What follows belongs to an exercise in optimizing a design on an open flow for small area, a short achievable clock period and few clock cycles per item; a production flow would make more cautious choices. At most, simulation tests tie the RTL to the original design; equivalence was not proved. Power is estimated from default activity; no workload was simulated.

==> inputs of trial 54 <==
Design prime_finder, start of the top module:
module prime_finder(
	input              clk,
	input              rst,
	input              start,
	input      [15:0]  n,
	output             done,
	output             is_prime,
	output     [15:0]  prime
);
==> module prime_finder, before the edit <==
module prime_finder(
	input              clk,
	input              rst,
	input              start,
	input      [15:0]  n,
	output             done,
	output             is_prime,
	output     [15:0]  prime
);
wire [3:0] h2 = n[15:12];
wire [3:0] h1 = n[11:8];
wire [3:0] h0 = n[7:4];
wire [4:0] t01 = {1'b0, h0} + {1'b0, h1};
wire [5:0] tt = {1'b0, t01} + {2'b0, h2};
wire [1:0] tu;     
wire [3:0] mh;     
tab_t15 t_t15(.a(tt), .d({tu, mh}));
wire [8:0] nb = {1'b0, h2, 4'd0} + {5'd0, h2} + {5'd0, h1};    
wire [2:0] alo = {1'b0, nb[1:0]} + {1'b0, tu};
wire [6:0] abh = nb[8:2] + 7'd1;
wire [8:0] a_c = {alo[2] ? abh : nb[8:2], alo[1:0]};     
wire [5:0] p_c;    
wire       rc_c;   
tab_pos t_pos(.a({mh, n[3:0]}), .d({rc_c, p_c}));
wire       n_small = (n < 16'd6);
wire       n_wrap  = (n > 16'd65521);
wire [1:0] sp_c  = n_wrap ? 2'd1 : !n_small ? 2'd0 : (n <= 16'd2) ? 2'd1 : (n == 16'd3) ? 2'd2 : 2'd3;
wire       spp_c = (n == 16'd2) | (n == 16'd3) | (n == 16'd5);
reg [8:0]  A;
reg [5:0]  p;
reg        rc;
reg [1:0]  sp;
reg        spp;
reg        busy;
reg        done_q, isp_q;
reg [7:0]  c_q;      
wire [63:0] v;
prime_rom rom(.a(A), .d(v));
wire [63:0] vm = v & ({64{1'b1}} << p);    
wire [31:0] e1a; wire [31:0] e1i;
wire [15:0] e2a; wire [31:0] e2i;
wire [7:0]  e3a; wire [23:0] e3i;
wire [3:0]  e4a; wire [15:0] e4i;
wire [1:0]  e5a; wire [9:0]  e5i;
genvar g;
generate
	for (g = 0; g < 32; g = g + 1) begin : l1
		assign e1a[g] = vm[2*g] | vm[2*g+1];
		assign e1i[g] = ~vm[2*g];
	end
	for (g = 0; g < 16; g = g + 1) begin : l2
		assign e2a[g] = e1a[2*g] | e1a[2*g+1];
		assign e2i[2*g+1:2*g] = e1a[2*g] ? {1'b0, e1i[2*g]} : {1'b1, e1i[2*g+1]};
	end
	for (g = 0; g < 8; g = g + 1) begin : l3
		assign e3a[g] = e2a[2*g] | e2a[2*g+1];
		assign e3i[3*g+2:3*g] = e2a[2*g] ? {1'b0, e2i[4*g+1:4*g]} : {1'b1, e2i[4*g+3:4*g+2]};
	end
	for (g = 0; g < 4; g = g + 1) begin : l4
		assign e4a[g] = e3a[2*g] | e3a[2*g+1];
		assign e4i[4*g+3:4*g] = e3a[2*g] ? {1'b0, e3i[6*g+2:6*g]} : {1'b1, e3i[6*g+5:6*g+3]};
	end
	for (g = 0; g < 2; g = g + 1) begin : l5
		assign e5a[g] = e4a[2*g] | e4a[2*g+1];
		assign e5i[5*g+4:5*g] = e4a[2*g] ? {1'b0, e4i[8*g+3:8*g]} : {1'b1, e4i[8*g+7:8*g+4]};
	end
endgenerate
wire       fany = e5a[0] | e5a[1];
wire [5:0] fk = e5a[0] ? {1'b0, e5i[4:0]} : {1'b1, e5i[9:5]};
wire       found = fany | (sp != 2'd0);
wire [7:0] c;                                
tab_off t_off(.a(fk), .d(c));
wire        isp_c = (sp == 2'd0) ? (rc & fany & (fk == p)) : spp;
wire [12:0] phi = {A, c_q[7:4]} - {4'd0, A};    
wire [15:0] prime_o = (sp == 2'd0) ? {phi[11:0], c_q[3:0]} : (sp == 2'd1) ? 16'd2 : (sp == 2'd2) ? 16'd3 : 16'd5;
always @(posedge clk) begin
	if (start) begin
		A   <= a_c;
		p   <= p_c;
		rc  <= rc_c;
		sp  <= sp_c;
		spp <= spp_c;
	end else if (busy & ~found) begin    
		A   <= A + 9'd1;
		p   <= 6'd0;
		rc  <= 1'b0;
	end
	busy    <= ~rst & (start | (busy & ~found));
	done_q  <= ~rst & ~start & (done_q | (busy & found));
	c_q     <= c;
	isp_q   <= isp_c;
end
assign done = done_q;
assign is_prime = isp_q;
assign prime = prime_o;
endmodule
Settings: LEC_CHECK=0, ABC_AREA=1, CAP_MARGIN=20, CORE_MARGIN=2, CORE_UTILIZATION=15, GPL_ROUTABILITY_DRIVEN=1, PLACE_DENSITY=0.22, SETUP_SLACK_MARGIN=3.0, SLEW_MARGIN=20; clock period 8.0 ns.
run.sh (not shown) runs the stock make flow with config.mk's settings and CLKGATE_MAP_FILE= SYNTH_SCRIPT=/design/flow/synth_recipe.tcl, a recipe that flattens the netlist after the stock synthesis.
==> inputs of trial 93, as changes to trial 54 <==
--- a/flow/design.v
+++ b/flow/design.v
@@ -17,7 +17,8 @@
 tab_t15 t_t15(.a(tt), .d({tu, mh}));
 wire [8:0] nb = {1'b0, h2, 4'd0} + {5'd0, h2} + {5'd0, h1};    
-wire [2:0] alo = {1'b0, nb[1:0]} + {1'b0, tu};
-wire [6:0] abh = nb[8:2] + 7'd1;
-wire [8:0] a_c = {alo[2] ? abh : nb[8:2], alo[1:0]};     
+wire [8:0] nb1 = nb + 9'd1;
+wire [8:0] nb2 = nb + 9'd2;
+wire [8:0] nb3 = nb + 9'd3;
+wire [8:0] a_c = tu[1] ? (tu[0] ? nb3 : nb2) : (tu[0] ? nb1 : nb);     
 wire [5:0] p_c;    
 wire       rc_c;   
==> notes <==
Trial 54 ran to the end with no violations. Trial 93 finished with timing, DRC and antenna clean. Between trial 93 and trial 54, the lower critical path depth is in trial 93 (gap 5). In trial 93 the sequential power is lower than in trial 54, by about 5%. In trial 93 the register-to-register slack is higher than in trial 54, by 0.04 ns. Against trial 54, the core utilization of trial 93 is lower by 0.74 points. Clock power: trial 93 is smaller than trial 54 (about 13%). Between trial 54 and trial 93, the lower global-route usage is in trial 54 (gap 0.55 points). Between trial 93 and trial 54, the lower cell count is in trial 54 (gap 0.40%, measured against trial 54).
==> figures <==
| quantity | trial 54 | trial 93 |
|---|---|---|
| Initial antenna violation count | 78 | 80 |
| Smallest setup slack after layout | 2.853 ns | 2.806 ns |
| Run status | finished clean | finished clean |
| Xor-xnor portion of the synthesized cell area | 0.4136% | 0.3297% |
| Worst endpoint data arrival time | 5.35 ns | 5.24 ns |
| Non-clock buffer share | 18.58% | 18.15% |
| Worst setup slack after placement | 1.231 ns | 1.368 ns |
| ANT cells | 43 | 45 |
| Synthesized area per cell | 4.668 um2 | 4.657 um2 |
| Total Power | 11.03 mW | 10.55 mW |
| Wire length after detailed routing | 369.2 mm | 371.0 mm |
| CP max FO | 5 | 4 |
| Count of TritonRoute iterations in the first routing pass | 7 | 8 |
| Total length of routed met3 wires | 51.32 mm | 49.88 mm |
| WHS Endpoint | done_q | isp_q |
| Die height | 379.7 um | 380.4 um |
Function was not checked in any run of this note: the RTL went through the layout flow alone.

---

==> inputs of run a <==
prime_finder, a different RTL version from the one above (not shown whole).
==> module prime_finder, before the edit <==
module prime_finder(
	input              clk,
	input              rst,
	input              start,
	input      [15:0]  n,
	output             done,
	output             is_prime,
	output     [15:0]  prime
);
wire       h3 = n[15];
wire [3:0] h2 = n[14:11];
wire [3:0] h1 = n[10:7];
wire [3:0] h0 = n[6:3];
wire [4:0] t01 = {1'b0, h0} + {1'b0, h1};
wire [4:0] t23 = {1'b0, h2} + {4'd0, h3};
wire [5:0] tt = {1'b0, t01} + {1'b0, t23};
wire [1:0] tu;     
wire [3:0] mh;     
tab_t15 t_t15(.a(tt), .d({tu, mh}));
wire [4:0] b21 = {1'b0, h2} + {1'b0, h1} + {4'd0, h3};
wire [9:0] nb = {1'b0, h3, 3'd0, h3, 4'd0} + {2'd0, h2, 4'd0} + {5'd0, b21};    
wire [9:0] nb1 = nb + 10'd1;
wire [9:0] nb2 = nb + 10'd2;
wire [9:0] nb3 = nb + 10'd3;
wire [9:0] a_c = tu[1] ? (tu[0] ? nb3 : nb2) : (tu[0] ? nb1 : nb);     
wire [4:0] p_c;    
wire       rc_c;   
tab_pos t_pos(.a({mh, n[2:0]}), .d({rc_c, p_c}));
wire       n_small = (n < 16'd6);
wire       n_wrap  = (n > 16'd65521);
wire [1:0] sp_c  = n_wrap ? 2'd1 : !n_small ? 2'd0 : (n <= 16'd2) ? 2'd1 : (n == 16'd3) ? 2'd2 : 2'd3;
wire       spp_c = (n == 16'd2) | (n == 16'd3) | (n == 16'd5);
reg [9:0]  A;
reg [4:0]  p;
reg        rc;
reg [1:0]  sp;
reg        spp;
reg        busy;
reg        done_q, isp_q;
reg [6:0]  c_q;      
wire [31:0] v;
prime_rom rom(.a(A), .d(v));
wire [31:0] vm = v & ({32{1'b1}} << p);    
wire [15:0] e1a; wire [15:0] e1i;
wire [7:0]  e2a; wire [15:0] e2i;
wire [3:0]  e3a; wire [11:0] e3i;
wire [1:0]  e4a; wire [7:0]  e4i;
genvar g;
generate
	for (g = 0; g < 16; g = g + 1) begin : l1
		assign e1a[g] = vm[2*g] | vm[2*g+1];
		assign e1i[g] = ~vm[2*g];
	end
	for (g = 0; g < 8; g = g + 1) begin : l2
		assign e2a[g] = e1a[2*g] | e1a[2*g+1];
		assign e2i[2*g+1:2*g] = e1a[2*g] ? {1'b0, e1i[2*g]} : {1'b1, e1i[2*g+1]};
	end
	for (g = 0; g < 4; g = g + 1) begin : l3
		assign e3a[g] = e2a[2*g] | e2a[2*g+1];
		assign e3i[3*g+2:3*g] = e2a[2*g] ? {1'b0, e2i[4*g+1:4*g]} : {1'b1, e2i[4*g+3:4*g+2]};
	end
	for (g = 0; g < 2; g = g + 1) begin : l4
		assign e4a[g] = e3a[2*g] | e3a[2*g+1];
		assign e4i[4*g+3:4*g] = e3a[2*g] ? {1'b0, e3i[6*g+2:6*g]} : {1'b1, e3i[6*g+5:6*g+3]};
	end
endgenerate
wire       fany = e4a[0] | e4a[1];
wire [4:0] fk = e4a[0] ? {1'b0, e4i[3:0]} : {1'b1, e4i[7:4]};
wire       found = fany | (sp != 2'd0);
wire [6:0] c;                                
tab_off t_off(.a(fk), .d(c));
wire        isp_c = (sp == 2'd0) ? (rc & fany & (fk == p)) : spp;
wire [13:0] phi = {A, c_q[6:3]} - {4'd0, A};    
wire [15:0] prime_o = (sp == 2'd0) ? {phi[12:0], c_q[2:0]} : (sp == 2'd1) ? 16'd2 : (sp == 2'd2) ? 16'd3 : 16'd5;
always @(posedge clk) begin
	if (start) begin
		A   <= a_c;
		p   <= p_c;
		rc  <= rc_c;
		sp  <= sp_c;
		spp <= spp_c;
	end else if (busy & ~found) begin    
		A   <= A + 10'd1;
		p   <= 5'd0;
		rc  <= 1'b0;
	end
	busy    <= ~rst & (start | (busy & ~found));
	done_q  <= ~rst & ~start & (done_q | (busy & found));
	c_q     <= c;
	isp_q   <= isp_c;
end
assign done = done_q;
assign is_prime = isp_q;
assign prime = prime_o;
endmodule
export LEC_CHECK = 0
export ABC_AREA = 1
export CAP_MARGIN = 20
export CORE_MARGIN = 2
export CORE_UTILIZATION = 15
export GPL_ROUTABILITY_DRIVEN = 1
export PLACE_DENSITY = 0.22
export SETUP_SLACK_MARGIN = 3.0
export SLEW_MARGIN = 20
create_clock -name core_clock -period 8.0 [get_ports {clk}]
==> run b (differences from run a) <==
--- a/flow/design.v
+++ b/flow/design.v
@@ -20,8 +20,7 @@
 wire [4:0] b21 = {1'b0, h2} + {1'b0, h1} + {4'd0, h3};
 wire [9:0] nb = {1'b0, h3, 3'd0, h3, 4'd0} + {2'd0, h2, 4'd0} + {5'd0, b21};    
-wire [9:0] nb1 = nb + 10'd1;
-wire [9:0] nb2 = nb + 10'd2;
-wire [9:0] nb3 = nb + 10'd3;
-wire [9:0] a_c = tu[1] ? (tu[0] ? nb3 : nb2) : (tu[0] ? nb1 : nb);     
+wire [2:0] alo = {1'b0, nb[1:0]} + {1'b0, tu};
+wire [7:0] abh = nb[9:2] + 8'd1;
+wire [9:0] a_c = {alo[2] ? abh : nb[9:2], alo[1:0]};     
 wire [4:0] p_c;    
 wire       rc_c;   
CORE_UTILIZATION = 30   (was 15)
GPL_ROUTABILITY_DRIVEN = not set   (was 1)
PLACE_DENSITY = 0.6   (was 0.22)
SETUP_SLACK_MARGIN = not set   (was 3.0)
==> run c (differences from run a) <==
--- a/flow/design.v
+++ b/flow/design.v
@@ -38,5 +38,5 @@
 reg        busy;
 reg        done_q, isp_q;
-reg [6:0]  c_q;      
+reg [4:0]  k_q;      
 wire [31:0] v;
 prime_rom rom(.a(A), .d(v));
@@ -69,8 +69,8 @@
 wire       found = fany | (sp != 2'd0);
 wire [6:0] c;                                
-tab_off t_off(.a(fk), .d(c));
+tab_off t_off(.a(k_q), .d(c));
 wire        isp_c = (sp == 2'd0) ? (rc & fany & (fk == p)) : spp;
-wire [13:0] phi = {A, c_q[6:3]} - {4'd0, A};    
-wire [15:0] prime_o = (sp == 2'd0) ? {phi[12:0], c_q[2:0]} : (sp == 2'd1) ? 16'd2 : (sp == 2'd2) ? 16'd3 : 16'd5;
+wire [13:0] phi = {A, c[6:3]} - {4'd0, A};    
+wire [15:0] prime_o = (sp == 2'd0) ? {phi[12:0], c[2:0]} : (sp == 2'd1) ? 16'd2 : (sp == 2'd2) ? 16'd3 : 16'd5;
 always @(posedge clk) begin
 	if (start) begin
@@ -87,5 +87,5 @@
 	busy    <= ~rst & (start | (busy & ~found));
 	done_q  <= ~rst & ~start & (done_q | (busy & found));
-	c_q     <= c;
+	k_q     <= fk;
 	isp_q   <= isp_c;
 end
CAP_MARGIN = 5   (was 20)
SETUP_SLACK_MARGIN = 3.5   (was 3.0)
SLEW_MARGIN = 5   (was 20)
==> flow_summary.json <==
{
  "outcome": "stopped before the end",
  "haltStage": "global routing (5_1_grt)",
  "tool.error": "[ERROR GRT-0116] Global routing finished with congestion. Check the congestion regions in the DRC Viewer.",
  "clock_sinks": 28,
  "synth_top_cells_by_count": "nand2_1 (1439), nand3_1 (1065), nor2_1 (449)",
  "place_area_mm2": 0.0219,
  "gp_congestion": 1.43
}
the above is filed under run b

==> flow_summary.json <==
{
  "outcome": "timing/DRC/antenna clean",
  "gp_congestion": 1.18,
  "synth_top_cells_by_count": "nand2_1 (1670), nand3_1 (815), nor2_1 (517)",
  "min_period_over_period_pct": 64.5,
  "clock_sinks": 28
}
the above is filed under run a

==> flow_summary.json <==
{
  "met3_length_um": 47300,
  "tapCellCount": 1755,
  "rsz0062_at_grt": "true",
  "skew_ns": 0.00661,
  "outcome": "timing/DRC/antenna clean",
  "p_clk_uw": 140,
  "tightest_slew_ns": 1.03,
  "synth_top_cells_by_count": "nand2_1 (1424), nand3_1 (1127), nor2_1 (470)",
  "clock_sinks": 27
}
the above is filed under run c

Testbench counts of run a, summed over its fixed seeds: cycles 153, items 72.
Testbench counts of run b, summed over its fixed seeds: cycles 153, items 72.
Testbench counts of run c, summed over its fixed seeds: cycles 153, items 72.

## separate check: timing with driven ports
How much do the figures lean on ideal ports? The routed layouts below were timed once more, with nothing changed but the port constraints.
Step 1 (the two cells are an assumption about what drives the block):
set clk [get_ports {clk}]
set_driving_cell -lib_cell sky130_fd_sc_hd__clkbuf_16 $clk
set_driving_cell -lib_cell sky130_fd_sc_hd__buf_2 [delete_from_list [all_inputs] $clk]
Step 2 adds t to the input delays and takes it off the output delays; t is the mean of the earliest and latest rising clock arrival at the registers after step 1. Input paths then give back, and output paths get back, about the clock's delay inside the block.
Three values: no drivers, after step 1, after step 2; two values: the first two.
run	t (ns)	setup WS [ns]	hold WS [ns]	latest minus earliest clock arrival (ns)	worst slew at a driven data input, ns
trial 54	0.405	2.853 / 2.855 / 2.455	0.538 / 0.538 / 0.538	0.016 / 0.017	0.08
trial 93	0.378	2.806 / 2.823 / 2.445	0.452 / 0.452 / 0.452	0.023 / 0.023	0.06
run a	0.360	2.840 / 2.840 / 2.673	0.527 / 0.527 / 0.527	0.010 / 0.009	0.06
run c	0.341	2.953 / 2.952 / 2.617	0.528 / 0.528 / 0.528	0.006 / 0.006	0.06
After both steps setup and hold are still met in every run listed. For trial 54, which loses most, drivers alone change the setup slack by +0.002 ns; drivers and shift together by -0.398 ns.
